This is an optimization exercise on Yosys and OpenROAD, whose aim is a short achievable clock period and few clock cycles, not a production implementation. In this exercise RTL edits were held to simulation tests only and were not proved equivalent to the original. Power figures rest on the tool's default switching activity, not on a simulated workload.

Setup of north:
## lc_3b_processor
module lc_3b_processor(clk,reset,mem_addr,mem_rdata,mem_wdata,mem_we,halt);
input clk,reset;
output [15:0] mem_addr;
input [15:0] mem_rdata;
output [15:0] mem_wdata;
output [1:0] mem_we;
output halt;
reg [15:0] areg;       
reg [15:0] fpc;        
reg        mcyc;       
reg        mld;        
reg        mbyte;      
reg [1:0]  we_r;
reg [15:0] wd_r;
reg        halt_r;
reg [15:0] rfd [0:7];   
reg [7:0]  rfv;         
wire [15:0] rf [0:7];
genvar g;
generate
  for (g = 0; g < 8; g = g + 1) begin : rfr
    assign rf[g] = rfv[g] ? rfd[g] : 16'd0;
  end
endgenerate
reg [15:0] ccv;        
reg        ccs;        
reg        d_v,  sk_v;
reg [15:0] d_ir, sk_ir;
reg [15:0] d_pc, sk_pc;      
reg [15:0] d_pc2, sk_pc2;    
reg        d_pt, sk_pt;      
reg [3:0]  d_hi, sk_hi;      
reg [15:0] d_np, sk_np;      
reg [15:0] d_off, sk_off;    
reg        d_sp, sk_sp;      
reg [7:0]  d_ra, sk_ra;      
reg [7:0]  d_rb, sk_rb;      
reg [7:0]  d_rs, sk_rs;      
function [15:0] f_off;
  input [15:0] w;
  f_off = (w[15:12] == 4'b0100) ? {{4{w[10]}}, w[10:0], 1'b0} : {{6{w[8]}}, w[8:0], 1'b0};
endfunction
function [7:0] f_1h;
  input [2:0] r;
  f_1h = 8'd1 << r;
endfunction
function f_sp;
  input [15:0] w;
  f_sp = ((w[15:12] == 4'b0100) & w[11]) |
         ((w[15:12] == 4'b0000) & (w[8:0] != 9'd0) & ((w[11:9] == 3'b111) | (w[8] & (w[11:9] != 3'b000))));
endfunction
reg        x_v;
reg [15:0] x_pc, x_pc2, x_brt, x_off, x_np;
reg        x_pt;             
reg        x_bh;             
reg [3:0]  x_hi;
reg [15:0] x_a, x_b, x_s;
reg [15:0] x_sa;             
reg [15:0] x_ia;             
reg [2:0]  x_dr, x_sr1;
reg [7:0]  x_wa;             
reg [7:0]  m_dr;             
reg [3:0]  x_l_lo, x_l_hi, x_r_lo, x_r_hi, x_s_lo, x_s_hi;   
reg [2:0]  x_nzp;
  ...
Settings: LEC_CHECK=0, CAP_MARGIN=20, CORE_MARGIN=2, CORE_UTILIZATION=40, SETUP_SLACK_MARGIN=5, SLEW_MARGIN=20, TNS_END_PERCENT=10; clock period 8.0 ns.
standard.sh (not shown) runs the stock make flow with config.mk's settings and CLKGATE_MAP_FILE= SYNTH_SCRIPT=/design/flow/synth_recipe.tcl, a recipe that flattens the netlist after the stock synthesis.
==> flow/flow/run.sh <==
#!/bin/bash
# The standard layout (the standard.sh: ORFS synthesis through finish), with
# one change: the buffers that ORFS puts on every input and output port are
# sky130_fd_sc_hd__buf_8 instead of the slow delay buffer buffer_ports picks by
# default, which footprint-matched resizing can then not replace.
set -euo pipefail
bash standard.sh BUFFER_PORTS_ARGS="-buffer_cell sky130_fd_sc_hd__buf_8" finish > flow_make.log 2>&1
Testbench counts of north, summed over its fixed seeds: cycles 82,386.
Relative to north, the following input files were edited for south:
-- flow/design.v --
<<< north, line 56
reg [3:0]  x_hi;
reg [15:0] x_a, x_b, x_s;
reg [15:0] x_sa;             
reg [15:0] x_ia;             
reg [2:0]  x_dr, x_sr1;
reg [7:0]  x_wa;             
>>> south, line 56
reg [3:0]  x_hi;
reg [15:0] x_a, x_b, x_s;
reg [2:0]  x_dr, x_sr1;
reg [7:0]  x_wa;             
<<< north, line 81
  shl1 = 16'd0; shr1 = 16'd0; sra1 = 16'd0;
  for (j = 0; j < 4; j = j + 1) begin
    shl1 = shl1 | ({16{x_l_lo[j]}} & (x_sa << j));
    shr1 = shr1 | ({16{x_r_lo[j]}} & (x_sa >> j));
    sra1 = sra1 | ({16{x_s_lo[j]}} & ((x_sa >> j) | ~(16'hffff >> j) & {16{x_sa[15]}}));
  end
  shl = 16'd0; shr = 16'd0; sra = 16'd0;
>>> south, line 79
  shl1 = 16'd0; shr1 = 16'd0; sra1 = 16'd0;
  for (j = 0; j < 4; j = j + 1) begin
    shl1 = shl1 | ({16{x_l_lo[j]}} & (x_a << j));
    shr1 = shr1 | ({16{x_r_lo[j]}} & (x_a >> j));
    sra1 = sra1 | ({16{x_s_lo[j]}} & ((x_a >> j) | ~(16'hffff >> j) & {16{x_a[15]}}));
  end
  shl = 16'd0; shr = 16'd0; sra = 16'd0;
<<< north, line 108
wire indir   = x_jmp | jsr_reg;
wire taken   = rel | indir;
wire [15:0] tgt = (x_br | x_jsrl) ? x_brt : x_ia;    
wire tgt_bad = taken & x_bh & (x_np != tgt);
wire mispred = xv & ~x_ld & ~x_st & ((x_pt != taken) | tgt_bad);
wire [15:0] rtarget = taken ? tgt : x_pc2;
wire [15:0] ea;
add16 u_ea(.a(x_ia), .b(x_off), .s(ea));
wire xls = xv & (x_ld | x_st);
wire bupd = xv & taken & (~x_bh | tgt_bad);
>>> south, line 106
wire indir   = x_jmp | jsr_reg;
wire taken   = rel | indir;
wire [15:0] tgt = (x_br | x_jsrl) ? x_brt : x_a;    
wire tgt_bad = taken & x_bh & (x_np != tgt);
wire mispred = xv & ~x_ld & ~x_st & ((x_pt != taken) | tgt_bad);
wire [15:0] rtarget = taken ? tgt : x_pc2;
wire [15:0] ea;
add16 u_ea(.a(x_a), .b(x_off), .s(ea));
wire xls = xv & (x_ld | x_st);
wire bupd = xv & taken & (~x_bh | tgt_bad);
<<< north, line 156
integer k;
reg [NB-1:0] bh;
reg        bhr;             
reg [15:0] btt;             
always @(*) begin
  bhit = 1'b0; bidx = 4'd0; btt = 16'd0; bhr = 1'b0;
  for (k = 0; k < NB; k = k + 1) begin
    bh[k] = bv[k] && btag[k] == areg[TW:1];
    if (bh[k]) begin
      bhit = 1'b1; bidx = bidx | k;
      if (br7[k]) bhr = 1'b1; else btt = btt | btgt[k];
    end
  end
  bt = btt | ({16{bhr}} & rf[7]);
end
wire [15:0] apc2 = areg + 16'd2;
>>> south, line 154
integer k;
reg [NB-1:0] bh;
always @(*) begin
  bhit = 1'b0; bidx = 4'd0; bt = 16'd0;
  for (k = 0; k < NB; k = k + 1) begin
    bh[k] = bv[k] && btag[k] == areg[TW:1];
    if (bh[k]) begin
      bhit = 1'b1; bidx = bidx | k; bt = bt | (br7[k] ? rf[7] : btgt[k]);
    end
  end
end
wire [15:0] apc2 = areg + 16'd2;
<<< north, line 260
  x_pt <= d_pt | d_stt; x_bh <= d_pt; x_hi <= d_hi;
  x_a <= opa; x_b <= opb; x_s <= ops;
  x_sa <= d_shf ? opa : 16'd0;
  x_ia <= ((dop == 4'b0010) | (dop == 4'b0110) | (dop == 4'b0011) | (dop == 4'b0111) | d_jsr | (dop == 4'b1100)) ? opa : 16'd0;
  x_dr <= d_ir[11:9]; x_sr1 <= d_ir[8:6]; x_wa <= d_jsr ? 8'h80 : d_rs;
  x_nzp <= d_ir[11:9];
>>> south, line 254
  x_pt <= d_pt | d_stt; x_bh <= d_pt; x_hi <= d_hi;
  x_a <= opa; x_b <= opb; x_s <= ops;
  x_dr <= d_ir[11:9]; x_sr1 <= d_ir[8:6]; x_wa <= d_jsr ? 8'h80 : d_rs;
  x_nzp <= d_ir[11:9];
[summary]
From north to south the numbers moved as follows: area after synthesis went up about 3.4%, flip-flop and latch count went down 32.
south vs. north: critical path required time went down by 0.13 ns.
In the metrics for north and south, the one carrying the higher share of layout cells above drive strength 1 is north.
Note that the number of instances in the synthesized netlist recorded for south amounts to 1.07 times the value seen in north.
Between south and north, the design area figures differ only marginally.
south vs. north: sequential cell area share fell 1.2 points, clock tree cell share of total cell area fell 0.64 points, total detailed-routing wirelength rose about 2.3%, ratio of final minimum period to clock period fell 3.7 points.
Going from north to south, total chip power shrank by about 4.7%; clock share of power shrank by 1.2 points.
Testbench counts of south, summed over its fixed seeds: cycles 82,386.

==> re-timing with driven ports <==
No port has a modelled driver above. Below, the same layouts with a new extraction and two added sets of constraints.
Step 1, drivers: a clkbuf_16 drives clk and a buf_2 each remaining input, both assumed.
Step 2 also shifts input and output timing later by t, the mid clock arrival at the registers, as if the neighbouring blocks saw the same clock.
Three values: ideal ports, drivers, drivers and shift; two values: the first two.
run	shift t [ns]	slack for setup (ns)	latest minus earliest clock arrival (ns)
north	0.781	4.551 / 4.551 / 4.124	0.049 / 0.048
south	0.776	4.847 / 4.821 / 4.344	0.055 / 0.055
After both steps setup and hold are still met in every run listed. For south, which loses most, drivers alone change the setup slack by -0.026 ns; drivers and shift together by -0.503 ns.
